Source: an optimization exercise on an open RTL-to-GDS flow (aim: small area, a short achievable clock period and few clock cycles per item). Production flows keep margins and buffers that such runs may drop. At most, simulation tests tie the RTL to the original design; equivalence was not proved. No activity file was given, so power comes from the tool's default toggle rates.

==> trial 70: inputs <==
## madd_pipeline
module madd_pipeline #(parameter data_width = 16, parameter n_blocks = 256, parameter full_width = 2 * data_width + 8, parameter n_channels = 16)
	(
		input wire clk,
		input wire reset,
		input wire enable,
		input  wire in_valid,
		output wire in_ready,
		output wire out_valid,
		input  wire out_ready,
		input  wire [$clog2(n_blocks) - 1 : 0] block_in,
		output wire [$clog2(n_blocks) - 1 : 0] block_out,
		input wire [4:0] shift,
		input wire shift_disable,
		input wire signedness,
		input wire saturate_disable,
		input wire signed [data_width - 1 : 0] arg_a_in,
		input wire signed [data_width - 1 : 0] arg_b_in,
		input wire signed [data_width - 1 : 0] arg_c_in,
		output wire signed [full_width - 1 : 0] result_out,
		input  wire [ch_addr_w - 1 : 0] dest_in,
		output wire [ch_addr_w - 1 : 0] dest_out,
		input  wire [4 - 1 : 0] commit_id_in,
		output wire [4 - 1 : 0] commit_id_out,
		input wire commit_flag_in,
		output wire commit_flag_out
	);
export LEC_CHECK = 0
export ABC_AREA = 1
export CAP_MARGIN = 20
export CORE_MARGIN = 2
export CORE_UTILIZATION = 40
export SETUP_SLACK_MARGIN = 2.0
export SLEW_MARGIN = 20
create_clock -name core_clock -period 7.5 [get_ports {clk}]
standard.sh (not shown) runs the stock make flow with config.mk's settings and CLKGATE_MAP_FILE= SYNTH_SCRIPT=/design/flow/synth_recipe.tcl, a recipe that flattens the netlist after the stock synthesis.
==> flow/flow/run.sh <==
#!/bin/bash
# Own layout flow: the standard flow (standard.sh, unchanged synthesis),
# with the port buffers that buffer_ports inserts made plain sky130 buffers
# (buffer_ports otherwise picks clkdlybuf4s50_1, a slow 10 um2 delay cell).
# The full output of the flow goes to flow_standard.log in this folder.
set -euo pipefail
cd "$(dirname "$0")/.."
EXTRA=()
if [[ -f flow/extra.mk ]]; then
  while IFS= read -r line; do
    [[ -z "$line" || "$line" == \#* ]] && continue
    EXTRA+=("$line")
  done < flow/extra.mk
fi
bash standard.sh "BUFFER_PORTS_ARGS=-buffer_cell sky130_fd_sc_hd__buf_2" ${EXTRA[@]+"${EXTRA[@]}"} finish > flow_standard.log 2>&1
==> flow/flow/extra.mk <==
SYNTH_ARGS=-noabc
==> trial 21 (differences from trial 70) <==
--- a/flow/config.mk
+++ b/flow/config.mk
@@ -9,5 +9,5 @@
 export CAP_MARGIN = 20
 export CORE_MARGIN = 2
-export CORE_UTILIZATION = 40
+export CORE_UTILIZATION = 60
 export SETUP_SLACK_MARGIN = 2.0
 export SLEW_MARGIN = 20
removed: flow/flow/extra.mk
==> summary of the runs <==
Trial 70 produced a clean layout. Trial 21 ran to the end with no violations. Between trial 70 and trial 21, the lower combinational power is in trial 21 (gap about 7%, measured against trial 21). Of trial 70 and trial 21, trial 70 has the higher power (gap 5.1%, measured against trial 21). Against trial 21, the clock power of trial 70 is smaller by 5.2%. Between trial 21 and trial 70, the lower first-iteration DRC count is in trial 70 (gap about 45%, measured against trial 70). Against trial 21, the sequential share of layout area of trial 70 is lower by 0.10 points. Between trial 21 and trial 70, the lower synthesized cell count is in trial 70 (gap 9.4%, measured against trial 70). Between trial 21 and trial 70, the lower via count is in trial 70 (gap 8.2%, measured against trial 70). Between trial 21 and trial 70, the lower routed wire length is in trial 70 (gap 0.92%, measured against trial 70). Against trial 70, the maximum frequency of trial 21 is higher by 1.1%. Of trial 21 and trial 70, trial 70 has the higher cell area (gap about 0.6%, measured against trial 70).
==> figures <==
| quantity | trial 70 | trial 21 |
|---|---|---|
| Run status | complete, no violations | complete, no violations |
| Overall power | 0.006451 W | 0.006137 W |
| Sequential-to-total area share from yosys stat | 0.1962 | 0.1902 |
| Largest voltage drop on the vdd net | 0.0001878 V | 0.0001780 V |
| Standard cell area after detailed placement | 0.01646 sq mm | 0.01666 sq mm |
| Placer's final routability congestion estimate | 0.9469 | 1.003 |
| R2R cell count | 3 | 4 |
| Filler cells | 3,849 | 2,347 |
| Worst EP required | 6.00 ns | 7.58 ns |
| Worst R2R End | sh_q[2] | c_q[14] |
| P per Cell Area | 365.4 mW/mm^2 | 349.7 mW/mm^2 |
| Buffers, non-clock | 180 | 189 |
| Utilization after layout | 0.4665 | 0.6734 |
| Setup crit start | h0_q[10] | signedness |
| Tap cell instance count | 511 | 335 |
| 1st-iter DRT viols | 1,174 | 1,703 |
| # rows | 71 | 59 |
| Wire length of the first global-routing pass | 76,390 microns | 76,620 microns |
| Sum of buffers and inverters on the critical path | 4 | 6 |
| M1 WL | 22,160 microns | 20,720 microns |
| Clock skew after layout | 0.01972 ns | 0.02120 ns |
Testbench counts of trial 70, summed over its fixed seeds: cycles 24,008, items 24,000.
Testbench counts of trial 21, summed over its fixed seeds: cycles 24,008, items 24,000.

========
==> run F: inputs <==
madd_pipeline, a different RTL version from the one above (not shown whole).
clock: 7.5 ns
lec_check: 0
abc_area: 1
cap_margin: 20
core_margin: 2
core_utilization: 40
setup_slack_margin: 2.0
slew_margin: 20
==> flow/flow/run.sh <==
#!/bin/bash
# Own layout flow: the standard flow (standard.sh) with a few extra ORFS
# make variables, read one per line from flow/extra.mk. By default the port
# buffers that buffer_ports inserts are plain buf_2 cells (buffer_ports
# otherwise picks clkdlybuf4s50_1, a slow 10 um2 delay cell).
# The full output of the flow goes to flow_standard.log in this folder; each
# ORFS step keeps its own log under orfs/logs/.
set -euo pipefail
cd "$(dirname "$0")/.."
EXTRA=()
PORTBUF="BUFFER_PORTS_ARGS=-buffer_cell sky130_fd_sc_hd__buf_2"
if [[ -f flow/extra.mk ]]; then
  while IFS= read -r line; do
    [[ -z "$line" || "$line" == \#* ]] && continue
    if [[ "$line" == BUFFER_PORTS_ARGS=* ]]; then PORTBUF="$line"; continue; fi
    EXTRA+=("$line")
  done < flow/extra.mk
fi
bash standard.sh "$PORTBUF" ${EXTRA[@]+"${EXTRA[@]}"} finish > flow_standard.log 2>&1
==> inputs of run B, as changes to run F <==
--- a/flow/design.v
+++ b/flow/design.v
@@ -1219,15 +1219,14 @@
 	assign fh_g[20] = h0_q[30] & h1_q[30];
 	assign fh_p[21] = h0_q[31] ^ h1_q[31];
 	assign fh_g[21] = h0_q[31] & h1_q[31];
 	assign fh_p[22] = h0_q[32] ^ h1_q[32];
 	assign fh_g[22] = h0_q[32] & h1_q[32];
 	assign fh_p[23] = h0_q[33] ^ h1_q[33];
 	assign fh_g[23] = h0_q[33] & h1_q[33];
-	wire fh_g0c = fh_g[0] | (fh_p[0] & lo_q[10]);
 	wire fh_G1 = fh_g[23] | (fh_p[23] & fh_g[22]);
 	wire fh_P1 = fh_p[23] & fh_p[22];
 	wire fh_G2 = fh_g[22] | (fh_p[22] & fh_g[21]);
 	wire fh_P2 = fh_p[22] & fh_p[21];
 	wire fh_G3 = fh_g[21] | (fh_p[21] & fh_g[20]);
 	wire fh_P3 = fh_p[21] & fh_p[20];
 	wire fh_G4 = fh_g[20] | (fh_p[20] & fh_g[19]);
@@ -1264,15 +1263,15 @@
 	wire fh_P19 = fh_p[5] & fh_p[4];
 	wire fh_G20 = fh_g[4] | (fh_p[4] & fh_g[3]);
 	wire fh_P20 = fh_p[4] & fh_p[3];
 	wire fh_G21 = fh_g[3] | (fh_p[3] & fh_g[2]);
 	wire fh_P21 = fh_p[3] & fh_p[2];
 	wire fh_G22 = fh_g[2] | (fh_p[2] & fh_g[1]);
 	wire fh_P22 = fh_p[2] & fh_p[1];
-	wire fh_G23 = fh_g[1] | (fh_p[1] & fh_g0c);
+	wire fh_G23 = fh_g[1] | (fh_p[1] & fh_g[0]);
 	wire fh_P23 = fh_p[1] & fh_p[0];
 	wire fh_G24 = fh_G1 | (fh_P1 & fh_G3);
 	wire fh_P24 = fh_P1 & fh_P3;
 	wire fh_G25 = fh_G2 | (fh_P2 & fh_G4);
 	wire fh_P25 = fh_P2 & fh_P4;
 	wire fh_G26 = fh_G3 | (fh_P3 & fh_G5);
 	wire fh_P26 = fh_P3 & fh_P5;
@@ -1308,15 +1307,15 @@
 	wire fh_P41 = fh_P18 & fh_P20;
 	wire fh_G42 = fh_G19 | (fh_P19 & fh_G21);
 	wire fh_P42 = fh_P19 & fh_P21;
 	wire fh_G43 = fh_G20 | (fh_P20 & fh_G22);
 	wire fh_P43 = fh_P20 & fh_P22;
 	wire fh_G44 = fh_G21 | (fh_P21 & fh_G23);
 	wire fh_P44 = fh_P21 & fh_P23;
-	wire fh_G45 = fh_G22 | (fh_P22 & fh_g0c);
+	wire fh_G45 = fh_G22 | (fh_P22 & fh_g[0]);
 	wire fh_P45 = fh_P22 & fh_p[0];
 	wire fh_G46 = fh_G24 | (fh_P24 & fh_G28);
 	wire fh_P46 = fh_P24 & fh_P28;
 	wire fh_G47 = fh_G25 | (fh_P25 & fh_G29);
 	wire fh_P47 = fh_P25 & fh_P29;
 	wire fh_G48 = fh_G26 | (fh_P26 & fh_G30);
 	wire fh_P48 = fh_P26 & fh_P30;
@@ -1348,15 +1347,15 @@
 	wire fh_P61 = fh_P39 & fh_P43;
 	wire fh_G62 = fh_G40 | (fh_P40 & fh_G44);
 	wire fh_P62 = fh_P40 & fh_P44;
 	wire fh_G63 = fh_G41 | (fh_P41 & fh_G45);
 	wire fh_P63 = fh_P41 & fh_P45;
 	wire fh_G64 = fh_G42 | (fh_P42 & fh_G23);
 	wire fh_P64 = fh_P42 & fh_P23;
-	wire fh_G65 = fh_G43 | (fh_P43 & fh_g0c);
+	wire fh_G65 = fh_G43 | (fh_P43 & fh_g[0]);
 	wire fh_P65 = fh_P43 & fh_p[0];
 	wire fh_G66 = fh_G46 | (fh_P46 & fh_G54);
 	wire fh_P66 = fh_P46 & fh_P54;
 	wire fh_G67 = fh_G47 | (fh_P47 & fh_G55);
 	wire fh_P67 = fh_P47 & fh_P55;
 	wire fh_G68 = fh_G48 | (fh_P48 & fh_G56);
 	wire fh_P68 = fh_P48 & fh_P56;
@@ -1380,15 +1379,15 @@
 	wire fh_P77 = fh_P57 & fh_P65;
 	wire fh_G78 = fh_G58 | (fh_P58 & fh_G44);
 	wire fh_P78 = fh_P58 & fh_P44;
 	wire fh_G79 = fh_G59 | (fh_P59 & fh_G45);
 	wire fh_P79 = fh_P59 & fh_P45;
 	wire fh_G80 = fh_G60 | (fh_P60 & fh_G23);
 	wire fh_P80 = fh_P60 & fh_P23;
-	wire fh_G81 = fh_G61 | (fh_P61 & fh_g0c);
+	wire fh_G81 = fh_G61 | (fh_P61 & fh_g[0]);
 	wire fh_P81 = fh_P61 & fh_p[0];
 	wire fh_G82 = fh_G66 | (fh_P66 & fh_G62);
 	wire fh_P82 = fh_P66 & fh_P62;
 	wire fh_G83 = fh_G67 | (fh_P67 & fh_G63);
 	wire fh_P83 = fh_P67 & fh_P63;
 	wire fh_G84 = fh_G68 | (fh_P68 & fh_G64);
 	wire fh_P84 = fh_P68 & fh_P64;
@@ -1396,41 +1395,41 @@
 	wire fh_P85 = fh_P69 & fh_P65;
 	wire fh_G86 = fh_G70 | (fh_P70 & fh_G44);
 	wire fh_P86 = fh_P70 & fh_P44;
 	wire fh_G87 = fh_G71 | (fh_P71 & fh_G45);
 	wire fh_P87 = fh_P71 & fh_P45;
 	wire fh_G88 = fh_G72 | (fh_P72 & fh_G23);
 	wire fh_P88 = fh_P72 & fh_P23;
-	wire fh_G89 = fh_G73 | (fh_P73 & fh_g0c);
+	wire fh_G89 = fh_G73 | (fh_P73 & fh_g[0]);
 	wire fh_P89 = fh_P73 & fh_p[0];
 	assign xh[0] = fh_p[0] ^ lo_q[10];
-	assign xh[1] = fh_p[1] ^ fh_g0c;
-	assign xh[2] = fh_p[2] ^ fh_G23;
-	assign xh[3] = fh_p[3] ^ fh_G45;
-	assign xh[4] = fh_p[4] ^ fh_G44;
-	assign xh[5] = fh_p[5] ^ fh_G65;
-	assign xh[6] = fh_p[6] ^ fh_G64;
-	assign xh[7] = fh_p[7] ^ fh_G63;
-	assign xh[8] = fh_p[8] ^ fh_G62;
-	assign xh[9] = fh_p[9] ^ fh_G81;
-	assign xh[10] = fh_p[10] ^ fh_G80;
-	assign xh[11] = fh_p[11] ^ fh_G79;
-	assign xh[12] = fh_p[12] ^ fh_G78;
-	assign xh[13] = fh_p[13] ^ fh_G77;
-	assign xh[14] = fh_p[14] ^ fh_G76;
-	assign xh[15] = fh_p[15] ^ fh_G75;
-	assign xh[16] = fh_p[16] ^ fh_G74;
-	assign xh[17] = fh_p[17] ^ fh_G89;
-	assign xh[18] = fh_p[18] ^ fh_G88;
-	assign xh[19] = fh_p[19] ^ fh_G87;
-	assign xh[20] = fh_p[20] ^ fh_G86;
-	assign xh[21] = fh_p[21] ^ fh_G85;
-	assign xh[22] = fh_p[22] ^ fh_G84;
-	assign xh[23] = fh_p[23] ^ fh_G83;
-	wire fh_cout = fh_G82;
+	assign xh[1] = fh_p[1] ^ (fh_g[0] | (fh_p[0] & lo_q[10]));
+	assign xh[2] = fh_p[2] ^ (fh_G23 | (fh_P23 & lo_q[10]));
+	assign xh[3] = fh_p[3] ^ (fh_G45 | (fh_P45 & lo_q[10]));
+	assign xh[4] = fh_p[4] ^ (fh_G44 | (fh_P44 & lo_q[10]));
+	assign xh[5] = fh_p[5] ^ (fh_G65 | (fh_P65 & lo_q[10]));
+	assign xh[6] = fh_p[6] ^ (fh_G64 | (fh_P64 & lo_q[10]));
+	assign xh[7] = fh_p[7] ^ (fh_G63 | (fh_P63 & lo_q[10]));
+	assign xh[8] = fh_p[8] ^ (fh_G62 | (fh_P62 & lo_q[10]));
+	assign xh[9] = fh_p[9] ^ (fh_G81 | (fh_P81 & lo_q[10]));
+	assign xh[10] = fh_p[10] ^ (fh_G80 | (fh_P80 & lo_q[10]));
+	assign xh[11] = fh_p[11] ^ (fh_G79 | (fh_P79 & lo_q[10]));
+	assign xh[12] = fh_p[12] ^ (fh_G78 | (fh_P78 & lo_q[10]));
+	assign xh[13] = fh_p[13] ^ (fh_G77 | (fh_P77 & lo_q[10]));
+	assign xh[14] = fh_p[14] ^ (fh_G76 | (fh_P76 & lo_q[10]));
+	assign xh[15] = fh_p[15] ^ (fh_G75 | (fh_P75 & lo_q[10]));
+	assign xh[16] = fh_p[16] ^ (fh_G74 | (fh_P74 & lo_q[10]));
+	assign xh[17] = fh_p[17] ^ (fh_G89 | (fh_P89 & lo_q[10]));
+	assign xh[18] = fh_p[18] ^ (fh_G88 | (fh_P88 & lo_q[10]));
+	assign xh[19] = fh_p[19] ^ (fh_G87 | (fh_P87 & lo_q[10]));
+	assign xh[20] = fh_p[20] ^ (fh_G86 | (fh_P86 & lo_q[10]));
+	assign xh[21] = fh_p[21] ^ (fh_G85 | (fh_P85 & lo_q[10]));
+	assign xh[22] = fh_p[22] ^ (fh_G84 | (fh_P84 & lo_q[10]));
+	assign xh[23] = fh_p[23] ^ (fh_G83 | (fh_P83 & lo_q[10]));
+	wire fh_cout = fh_G82 | (fh_P82 & lo_q[10]);
 	wire [33:0] x = {xh, lo_q[9:0]};
 	wire signed [33:0] y = $signed(x) >>> sh_q;
 	wire [17:0] xd = x[33:16] ^ x[32:15];
 	reg  [17:0] suf;
 	integer k;
 	always @(*) begin
 		suf[17] = xd[17];
==> inputs of run D, as changes to run F <==
--- a/flow/design.v
+++ b/flow/design.v
@@ -1425,23 +1425,21 @@
 	assign xh[20] = fh_p[20] ^ fh_G86;
 	assign xh[21] = fh_p[21] ^ fh_G85;
 	assign xh[22] = fh_p[22] ^ fh_G84;
 	assign xh[23] = fh_p[23] ^ fh_G83;
 	wire fh_cout = fh_G82;
 	wire [33:0] x = {xh, lo_q[9:0]};
 	wire signed [33:0] y = $signed(x) >>> sh_q;
-	wire [17:0] xd = x[33:16] ^ x[32:15];
-	reg  [17:0] suf;
+	wire [32:0] xd = x[33:1] ^ x[32:0];
+	reg  [32:0] ovf_mask;
 	integer k;
-	always @(*) begin
-		suf[17] = xd[17];
-		for (k = 16; k >= 0; k = k - 1)
-			suf[k] = suf[k + 1] | xd[k];
-	end
-	wire ovf_y = suf[sh_q];
+	always @(*)
+		for (k = 0; k < 33; k = k + 1)
+			ovf_mask[k] = (k >= 15 + sh_q);
+	wire ovf_y = |(xd & ovf_mask);
 	wire [17:0] c18   = {{2{sg_q & c_q[15]}}, c_q};
 	wire [17:0] c18p  = c18 + 18'd1;
 	wire [17:0] r_big = (rb_en_q & y[15]) ? c18p : c18;
 	wire ovf_big = ~r_big[17] & (r_big[16] | r_big[15]);
 	wire        neg = big_q ? r_big[17] : x[33];
 	wire        ovf = big_q ? ovf_big : ovf_y;
 	wire [15:0] lo  = big_q ? r_big[15:0] : y[15:0];
==> qor summary <==
| item | run F | run B | run D |
|---|---|---|---|
| Post-route total power | 5870 uW | 6060 uW | 6010 uW |
| Post-synth top area share | 0.196 | 0.195 | 0.193 |
| Crit-path max FO | 6 | 7 | 16 |
| Outcome | finished clean | finished clean | finished clean |
| Multi-input gates | 1527 | 1546 | 1582 |
| Last element of the critical path | result_out[28] | result_out[3] | h1_q[23]$_DFFE_PP_ |
| Core region area | 0.0378 mm2 | 0.0378 mm2 | 0.0385 mm2 |
| Internal power of the cells | 2770 uW | 2900 uW | 2850 uW |
| Endpoint type of the worst setup path | output port | output port | flip-flop |
| Cell total after placement | 2647 | 2681 | 2705 |
| Net count after synthesis | 2369 | 2398 | 2420 |
| Peak VDD IR | 176 uV | 191 uV | 196 uV |
| Clock share of power | 0.077 | 0.078 | 0.081 |
| Arrival time at the worst endpoint | 3.82 ns | 3.83 ns | 5.48 ns |
| Core utilization of the finished layout | 0.457 | 0.459 | 0.458 |
| Element type at the critical path start | flip-flop | flip-flop | input pin |
No run of this note included a check of the RTL's function; only the layout flow was run.

==> afterwards: timing with drivers on the ports <==
In the flow no input, the clock included, has a driving cell. The finished layouts below were timed again as built, in two steps. Step 1: set_driving_cell puts a clkbuf_16 on clk and a buf_2 on each other input, an assumption about the parent block. Step 2 times the ports against the registers' clock, not the clock port: input delays grow and output delays shrink by t, the midpoint of the rising clock arrivals with the driver on. a / b / c = ideal / step 1 / step 2; a / b = the first two.
run	t (ns)	setup slack, ns	slew at the worst register clock pin (ns)
trial 70	0.411	2.073 / 2.024 / 1.735	0.09 / 0.09
trial 21	0.400	2.132 / 2.162 / 1.762	0.09 / 0.09
run F	0.404	2.182 / 2.134 / 1.794	0.09 / 0.09
run B	0.409	2.168 / 2.123 / 1.769	0.08 / 0.08
run D	0.400	2.127 / 2.130 / 1.729	0.08 / 0.08
After both steps every run listed still meets setup and hold. For run B, which loses most, drivers alone change the setup slack by -0.045 ns; drivers and shift together by -0.399 ns.
